This design comes from an exercise in tuning for small area on the open sky130 flow, not from production work. RTL that was checked went through simulation tests only; none was proved equivalent to the original.

==> trial 90: inputs <==
## kgp_risc
module kgp_risc( input wire clk, input wire rst,
	output wire [31:0] imem_addr, input wire [31:0] imem_data,
	output wire [9:0] dmem_addr, output wire [31:0] dmem_wdata, output wire dmem_we, output wire dmem_re, input wire [31:0] dmem_rdata );
==> module nd4, before the edit <==
module nd4(input wire a, input wire b, input wire c, input wire d, output wire y);
	assign y = ~(a & b & c & d);
endmodule
==> module or4, before the edit <==
module or4(input wire a, input wire b, input wire c, input wire d, output wire y);
	assign y = a | b | c | d;
endmodule
==> module rdbit, before the edit <==
module rdbit(input wire [31:0] s, input wire [31:0] d, output wire y);
	wire [9:0] t;
	wire u;
	genvar k;
	generate for (k = 0; k < 10; k = k + 1) begin : A
		ao3 u (.s0(s[3*k]), .d0(d[3*k]), .s1(s[3*k+1]), .d1(d[3*k+1]), .s2(s[3*k+2]), .d2(d[3*k+2]), .y(t[k]));
	end endgenerate
	wire [2:0] w;
	ao22 u10 (.a(s[30]), .b(d[30]), .c(s[31]), .d(d[31]), .y(u));
	nd4 n0 (.a(t[0]), .b(t[1]), .c(t[2]), .d(t[3]), .y(w[0]));
	nd4 n1 (.a(t[4]), .b(t[5]), .c(t[6]), .d(t[7]), .y(w[1]));
	nd n2 (.a(t[8]), .b(t[9]), .y(w[2]));
	or4 o (.a(w[0]), .b(w[1]), .c(w[2]), .d(u), .y(y));
endmodule
Settings: LEC_CHECK=0, CAP_MARGIN=20, CORE_MARGIN=2, CORE_UTILIZATION=50, CTS_CLUSTER_DIAMETER=95, CTS_CLUSTER_SIZE=27, PLACE_DENSITY=0.65, SLEW_MARGIN=20, SYNTH_HIERARCHICAL=1, SYNTH_MINIMUM_KEEP_SIZE=0; clock period 25.0 ns.
standard.sh (not shown) runs the stock make flow with config.mk's settings and CLKGATE_MAP_FILE= SYNTH_SCRIPT=/design/flow/synth_recipe.tcl, a recipe that flattens the netlist after the stock synthesis.
==> flow/flow/run.sh <==
#!/bin/bash
# Own layout flow: the standard ORFS flow (standard.sh, with the unchanged standard
# synthesis and every step as standard), except that
#  - port buffering uses buf_2 cells (BUFFER_PORTS_ARGS) instead of ORFS's default choice;
#    every input and output port still gets its own buffer;
#  - clock tree synthesis runs with the same sink clustering as config.mk asks for, but
#    without dummy load cells (CTS_ARGS).
# make's full output goes to standard_finish.log here; ORFS keeps each step's log in orfs/logs.
set -euo pipefail
W=$PWD
bash standard.sh \
  "BUFFER_PORTS_ARGS=-buffer_cell sky130_fd_sc_hd__buf_2" \
  "CTS_ARGS=-sink_clustering_enable -repair_clock_nets -sink_clustering_size 27 -sink_clustering_max_diameter 95 -dont_use_dummy_load" \
  finish > "$W/standard_finish.log" 2>&1
==> inputs of build 72, as changes to trial 90 <==
--- a/flow/design.v
+++ b/flow/design.v
@@ -940,33 +940,28 @@
 	end endgenerate
 	wire [31:0] a, b;
 	generate for (i = 0; i < 32; i = i + 1) begin : RD
 		rdbit u1 (.s(sel1), .d(col[i]), .y(a[i]));
 		rdbit u2 (.s(sel2), .d(col[i]), .y(b[i]));
 	end endgenerate
 	wire neg = r_neg | i_neg;
-	wire [31:0] opnd = r_ok ? b : {16'd0, imm};
-	wire [31:0] sum, pp;
+	wire [31:0] opnd = (r_add | r_neg) ? b : {16'd0, imm};
+	wire [31:0] sum;
 	wire cout;
-	add32 ADD (.a(a & {32{~neg}}), .b(opnd ^ {32{neg}}), .ci(neg), .s(sum), .co(cout), .pp(pp));
-	wire [31:0] axb = pp ^ 32'haaaaaaaa;
+	add32 ADD (.a(a & {32{~neg}}), .b(opnd ^ {32{neg}}), .ci(neg), .s(sum), .co(cout));
 	wire [31:0] samt = op1 ? b : {16'd0, imm};
 	wire big = |samt[31:5];
 	wire left = r_sll | i_sll;
-	wire right = r_srl | r_sra | i_srl | i_sra;
 	wire fill = (r_sra | i_sra) & a[31];
-	wire [31:0] shn;
-	shifter SH (.a(a), .n(samt[4:0]), .fill(fill), .yn(shn));
-	wire sh_in = right & ~big;             
-	wire sh_all = right & big & fill;      
-	wire [31:0] mb = ({32{r_mul}} & b) | ((32'd1 << samt[4:0]) & {32{left & ~big}});
+	wire [31:0] shres;
+	shifter SH (.a(a), .n(samt[4:0]), .big(big), .left(left), .fill(fill), .y(shres));
 	wire [31:0] prod;
-	mul32 MUL (.a(a), .b(mb), .p(prod));
-	wire [31:0] res = ({32{r_and}} & a & ~axb) | ({32{r_xor}} & axb) | ({32{r_mul | left}} & prod)
-	                | ({32{sh_in}} & ~shn) | {32{sh_all}} | ({32{b_ret}} & a) | ({32{b_reg}} & b)
+	mul32 MUL (.a(a), .b(b), .p(prod));
+	wire [31:0] res = ({32{r_and}} & (a & b)) | ({32{r_xor}} & (a ^ b)) | ({32{r_mul}} & prod)
+	                | ({32{s_shift}} & shres) | ({32{b_ret}} & a) | ({32{b_reg}} & b)
 	                | ({32{s_add}} & sum);
 	wire c_n = (r_add | i_add) & cout;
 	wire z_n = ~|res;
 	wire s_n = res[31];
 	wire v_n = c_n ^ res[31] ^ a[31] ^ b[31];
 	wire take = op3 & ( (fc == 4'd0) | (fc == 4'd1) | (fc == 4'd2) | (fc == 4'd11)
 	                  | ((fc == 4'd3) & zf) | ((fc == 4'd4) & ~zf)
@@ -1008,20 +1003,14 @@
 endmodule
 module xn(input wire a, input wire b, output wire y);
 	assign y = ~(a ^ b);
 endmodule
 module nd(input wire a, input wire b, output wire y);
 	assign y = ~(a & b);
 endmodule
-module nd4(input wire a, input wire b, input wire c, input wire d, output wire y);
-	assign y = ~(a & b & c & d);
-endmodule
-module or4(input wire a, input wire b, input wire c, input wire d, output wire y);
-	assign y = a | b | c | d;
-endmodule
 module cge(input wire a, input wire b, input wire p, input wire c, output wire cn);
 	assign cn = ~((a & b) | (p & c));
 endmodule
 module cgo(input wire nab, input wire pn, input wire cn, output wire c);
 	assign c = ~(nab & (pn | cn));
 endmodule
 module mxi(input wire s, input wire a, input wire b, output wire y);
@@ -1038,74 +1027,61 @@
 module rdbit(input wire [31:0] s, input wire [31:0] d, output wire y);
 	wire [9:0] t;
 	wire u;
 	genvar k;
 	generate for (k = 0; k < 10; k = k + 1) begin : A
 		ao3 u (.s0(s[3*k]), .d0(d[3*k]), .s1(s[3*k+1]), .d1(d[3*k+1]), .s2(s[3*k+2]), .d2(d[3*k+2]), .y(t[k]));
 	end endgenerate
-	wire [2:0] w;
 	ao22 u10 (.a(s[30]), .b(d[30]), .c(s[31]), .d(d[31]), .y(u));
-	nd4 n0 (.a(t[0]), .b(t[1]), .c(t[2]), .d(t[3]), .y(w[0]));
-	nd4 n1 (.a(t[4]), .b(t[5]), .c(t[6]), .d(t[7]), .y(w[1]));
-	nd n2 (.a(t[8]), .b(t[9]), .y(w[2]));
-	or4 o (.a(w[0]), .b(w[1]), .c(w[2]), .d(u), .y(y));
+	assign y = ~&t | u;
 endmodule
-module rce(input wire a, input wire b, input wire c, output wire s, output wire cn, output wire p);
+module rce(input wire a, input wire b, input wire c, output wire s, output wire cn);
+	wire p;
 	xr u0 (.a(a), .b(b), .y(p));
 	xr u1 (.a(p), .b(c), .y(s));
 	cge u2 (.a(a), .b(b), .p(p), .c(c), .cn(cn));
 endmodule
-module rco(input wire a, input wire b, input wire cn, output wire s, output wire c, output wire pn);
-	wire nab;
+module rco(input wire a, input wire b, input wire cn, output wire s, output wire c);
+	wire pn, nab;
 	xn u0 (.a(a), .b(b), .y(pn));
 	xr u1 (.a(pn), .b(cn), .y(s));
 	nd u2 (.a(a), .b(b), .y(nab));
 	cgo u3 (.nab(nab), .pn(pn), .cn(cn), .c(c));
 endmodule
-module add32(input wire [31:0] a, input wire [31:0] b, input wire ci, output wire [31:0] s, output wire co,
-	output wire [31:0] pp);        
+module add32(input wire [31:0] a, input wire [31:0] b, input wire ci, output wire [31:0] s, output wire co);
 	wire [32:0] c;                 
 	assign c[0] = ci;
 	genvar k;
 	generate for (k = 0; k < 32; k = k + 2) begin : F
-		rce u0 (.a(a[k]), .b(b[k]), .c(c[k]), .s(s[k]), .cn(c[k+1]), .p(pp[k]));
-		rco u1 (.a(a[k+1]), .b(b[k+1]), .cn(c[k+1]), .s(s[k+1]), .c(c[k+2]), .pn(pp[k+1]));
+		rce u0 (.a(a[k]), .b(b[k]), .c(c[k]), .s(s[k]), .cn(c[k+1]));
+		rco u1 (.a(a[k+1]), .b(b[k+1]), .cn(c[k+1]), .s(s[k+1]), .c(c[k+2]));
 	end endgenerate
 	assign co = c[32];
 endmodule
-module addpc(input wire [31:0] a, input wire [31:0] b, output wire [31:0] s);
-	wire [32:1] c;                 
-	wire [31:16] pp;
-	genvar k;
-	mha u0 (.x(a[0]), .y(b[0]), .s(s[0]), .c(c[1]));
-	generate for (k = 1; k < 16; k = k + 1) begin : L
-		mfa u (.x(a[k]), .y(b[k]), .z(c[k]), .s(s[k]), .c(c[k+1]));
-	end endgenerate
-	generate for (k = 16; k < 32; k = k + 2) begin : F
-		rce u0 (.a(a[k]), .b(b[k]), .c(c[k]), .s(s[k]), .cn(c[k+1]), .p(pp[k]));
-		rco u1 (.a(a[k+1]), .b(b[k+1]), .cn(c[k+1]), .s(s[k+1]), .c(c[k+2]), .pn(pp[k+1]));
-	end endgenerate
-endmodule
 module pcnext(input wire [31:0] pc, input wire [31:0] y, output wire [31:0] n);
 	wire [31:0] p4;
 	wire [32:2] ic;
 	assign p4[1:0] = pc[1:0];
 	assign p4[2] = ~pc[2];
 	assign ic[3] = pc[2];
 	genvar k;
 	generate for (k = 3; k < 32; k = k + 1) begin : I
 		mha u (.x(pc[k]), .y(ic[k]), .s(p4[k]), .c(ic[k+1]));
 	end endgenerate
-	addpc A (.a(p4), .b(y), .s(n));
+	wire co;
+	add32 A (.a(p4), .b(y), .ci(1'b0), .s(n), .co(co));
 endmodule
-module shifter(input wire [31:0] a, input wire [4:0] n, input wire fill, output wire [31:0] yn);
-	wire [31:0] s1, s2, s3, s4;
+module shifter(input wire [31:0] a, input wire [4:0] n, input wire big, input wire left, input wire fill, output wire [31:0] y);
+	wire [31:0] s0, s1, s2, s3, s4, s5, s6;
 	wire fn = ~fill;
 	genvar k;
 	generate for (k = 0; k < 32; k = k + 1) begin : S
-		mxi r1 (.s(n[0]), .a(a[k]),  .b(k + 1  < 32 ? a[k+1]   : fill), .y(s1[k]));      
-		mxi r2 (.s(n[1]), .a(s1[k]), .b(k + 2  < 32 ? s1[k+2]  : fn), .y(s2[k]));        
-		mxi r3 (.s(n[2]), .a(s2[k]), .b(k + 4  < 32 ? s2[k+4]  : fill), .y(s3[k]));      
-		mxi r4 (.s(n[3]), .a(s3[k]), .b(k + 8  < 32 ? s3[k+8]  : fn), .y(s4[k]));        
-		mxi r5 (.s(n[4]), .a(s4[k]), .b(k + 16 < 32 ? s4[k+16] : fill), .y(yn[k]));     
+		mxi r0 (.s(left), .a(a[k]), .b(a[31-k]), .y(s0[k]));                                
+		mxi r1 (.s(n[0]), .a(s0[k]), .b(k + 1  < 32 ? s0[k+1]  : fn), .y(s1[k]));         
+		mxi r2 (.s(n[1]), .a(s1[k]), .b(k + 2  < 32 ? s1[k+2]  : fill), .y(s2[k]));       
+		mxi r3 (.s(n[2]), .a(s2[k]), .b(k + 4  < 32 ? s2[k+4]  : fn), .y(s3[k]));         
+		mxi r4 (.s(n[3]), .a(s3[k]), .b(k + 8  < 32 ? s3[k+8]  : fill), .y(s4[k]));       
+		mxi r5 (.s(n[4]), .a(s4[k]), .b(k + 16 < 32 ? s4[k+16] : fn), .y(s5[k]));         
+		mxi r6 (.s(big), .a(s5[k]), .b(fill), .y(s6[k]));                                  
+		mxi r7 (.s(left), .a(s6[k]), .b(s6[31-k]), .y(y[k]));                              
 	end endgenerate
 endmodule
==> flow/run.sh (new file) <==
#!/bin/bash
# synth_recipe.tcl (not shown) runs the flow's synth.tcl, then flattens the netlist and writes it again
# the make line also repeats each setting of config.mk as NAME=value (left out here)
make -C /OpenROAD-flow-scripts/flow DESIGN_CONFIG=/design/flow/config.mk WORK_HOME=/design/flow/orfs CLKGATE_MAP_FILE= SYNTH_SCRIPT=/design/flow/synth_recipe.tcl finish
- CORE_UTILIZATION: 50 -> 45
- CTS_CLUSTER_DIAMETER: 95 -> not set
- CTS_CLUSTER_SIZE: 27 -> not set
- PLACE_DENSITY: 0.65 -> not set
removed: flow/flow/run.sh
removed: flow/standard.sh
==> inputs of build 7, as changes to trial 90 <==
--- a/flow/design.v
+++ b/flow/design.v
@@ -1008,20 +1008,14 @@
 endmodule
 module xn(input wire a, input wire b, output wire y);
 	assign y = ~(a ^ b);
 endmodule
 module nd(input wire a, input wire b, output wire y);
 	assign y = ~(a & b);
 endmodule
-module nd4(input wire a, input wire b, input wire c, input wire d, output wire y);
-	assign y = ~(a & b & c & d);
-endmodule
-module or4(input wire a, input wire b, input wire c, input wire d, output wire y);
-	assign y = a | b | c | d;
-endmodule
 module cge(input wire a, input wire b, input wire p, input wire c, output wire cn);
 	assign cn = ~((a & b) | (p & c));
 endmodule
 module cgo(input wire nab, input wire pn, input wire cn, output wire c);
 	assign c = ~(nab & (pn | cn));
 endmodule
 module mxi(input wire s, input wire a, input wire b, output wire y);
@@ -1038,20 +1032,16 @@
 module rdbit(input wire [31:0] s, input wire [31:0] d, output wire y);
 	wire [9:0] t;
 	wire u;
 	genvar k;
 	generate for (k = 0; k < 10; k = k + 1) begin : A
 		ao3 u (.s0(s[3*k]), .d0(d[3*k]), .s1(s[3*k+1]), .d1(d[3*k+1]), .s2(s[3*k+2]), .d2(d[3*k+2]), .y(t[k]));
 	end endgenerate
-	wire [2:0] w;
 	ao22 u10 (.a(s[30]), .b(d[30]), .c(s[31]), .d(d[31]), .y(u));
-	nd4 n0 (.a(t[0]), .b(t[1]), .c(t[2]), .d(t[3]), .y(w[0]));
-	nd4 n1 (.a(t[4]), .b(t[5]), .c(t[6]), .d(t[7]), .y(w[1]));
-	nd n2 (.a(t[8]), .b(t[9]), .y(w[2]));
-	or4 o (.a(w[0]), .b(w[1]), .c(w[2]), .d(u), .y(y));
+	assign y = ~&t | u;
 endmodule
 module rce(input wire a, input wire b, input wire c, output wire s, output wire cn, output wire p);
 	xr u0 (.a(a), .b(b), .y(p));
 	xr u1 (.a(p), .b(c), .y(s));
 	cge u2 (.a(a), .b(b), .p(p), .c(c), .cn(cn));
 endmodule
 module rco(input wire a, input wire b, input wire cn, output wire s, output wire c, output wire pn);
==> flow/run.sh (new file) <==
#!/bin/bash
# synth_recipe.tcl (not shown) runs the flow's synth.tcl, then flattens the netlist and writes it again
# the make line also repeats each setting of config.mk as NAME=value (left out here)
make -C /OpenROAD-flow-scripts/flow DESIGN_CONFIG=/design/flow/config.mk WORK_HOME=/design/flow/orfs CLKGATE_MAP_FILE= SYNTH_SCRIPT=/design/flow/synth_recipe.tcl finish
- CAP_MARGIN: 20 -> 5
- CTS_CLUSTER_DIAMETER: 95 -> 90
- CTS_CLUSTER_SIZE: 27 -> 24
- SLEW_MARGIN: 20 -> 5
removed: flow/flow/run.sh
removed: flow/standard.sh
==> qor.tcl <==
set qor(report.final.slew_viol_count) 10
set qor(well_tap_count) 1612
set qor(firstDrtPassIters) 15
set qor(failed_checks) {capacitance limit, slew limit}
set qor(number_of_global_route_vias_before_repair) 54900
set qor(multi_input_cells) 4187
set qor(run_status) {failed layout checks}
set qor(max_cap_viol_count) 2
set qor(clock_cell_area_share_pct) 2.28
[end of results for build 7]
==> qor.tcl <==
set qor(run_status) {no timing/DRC/antenna violations}
set qor(report.final.slew_viol_count) 0
set qor(multi_input_cells) 4224
set qor(most_common_library_cell_in_the_layout_ignoring_fill_and_taps) {sky130_fd_sc_hd__a22o_1}
set qor(clock_cell_area_share_pct) 5.83
set qor(number_of_global_route_vias_before_repair) 56600
set qor(post-route-cell-area_mm2) 0.0705
set qor(firstDrtPassIters) 14
[end of results for build 72]
==> qor.tcl <==
set qor(max_cap_viol_count) 0
set qor(firstDrtPassIters) 15
set qor(report.final.slew_viol_count) 0
set qor(well_tap_count) 1600
set qor(run_status) {no timing/DRC/antenna violations}
set qor(clock_cell_area_share_pct) 1.87
set qor(number_of_global_route_vias_before_repair) 55800
set qor(multi_input_cells) 4187
[end of results for trial 90]
Function not checked in build 72: the RTL went through the layout flow alone.

==> static timing again, ports no longer ideal <==
In the flow no input, the clock included, has a driving cell. The finished layouts below were timed again as built, in two steps.
Step 1: set_driving_cell puts a clkbuf_16 on clk and a buf_2 on each other input, an assumption about the parent block.
Step 2 times the ports against the registers' clock, not the clock port: input delays grow and output delays shrink by t, the midpoint of the rising clock arrivals with the driver on.
Three values: ideal, step 1, step 2; two values: the first two.
run	t, ns	setup WS [ns]	worst setup path at the end
trial 90	0.771	4.484 / 4.554 / 3.782	input to register
build 72	0.851	6.679 / 6.737 / 5.887	input to register
build 7	0.770	3.983 / 4.017 / 3.248	input to register
For build 72, which loses most, drivers alone change the setup slack by +0.058 ns; drivers and shift together by -0.792 ns.
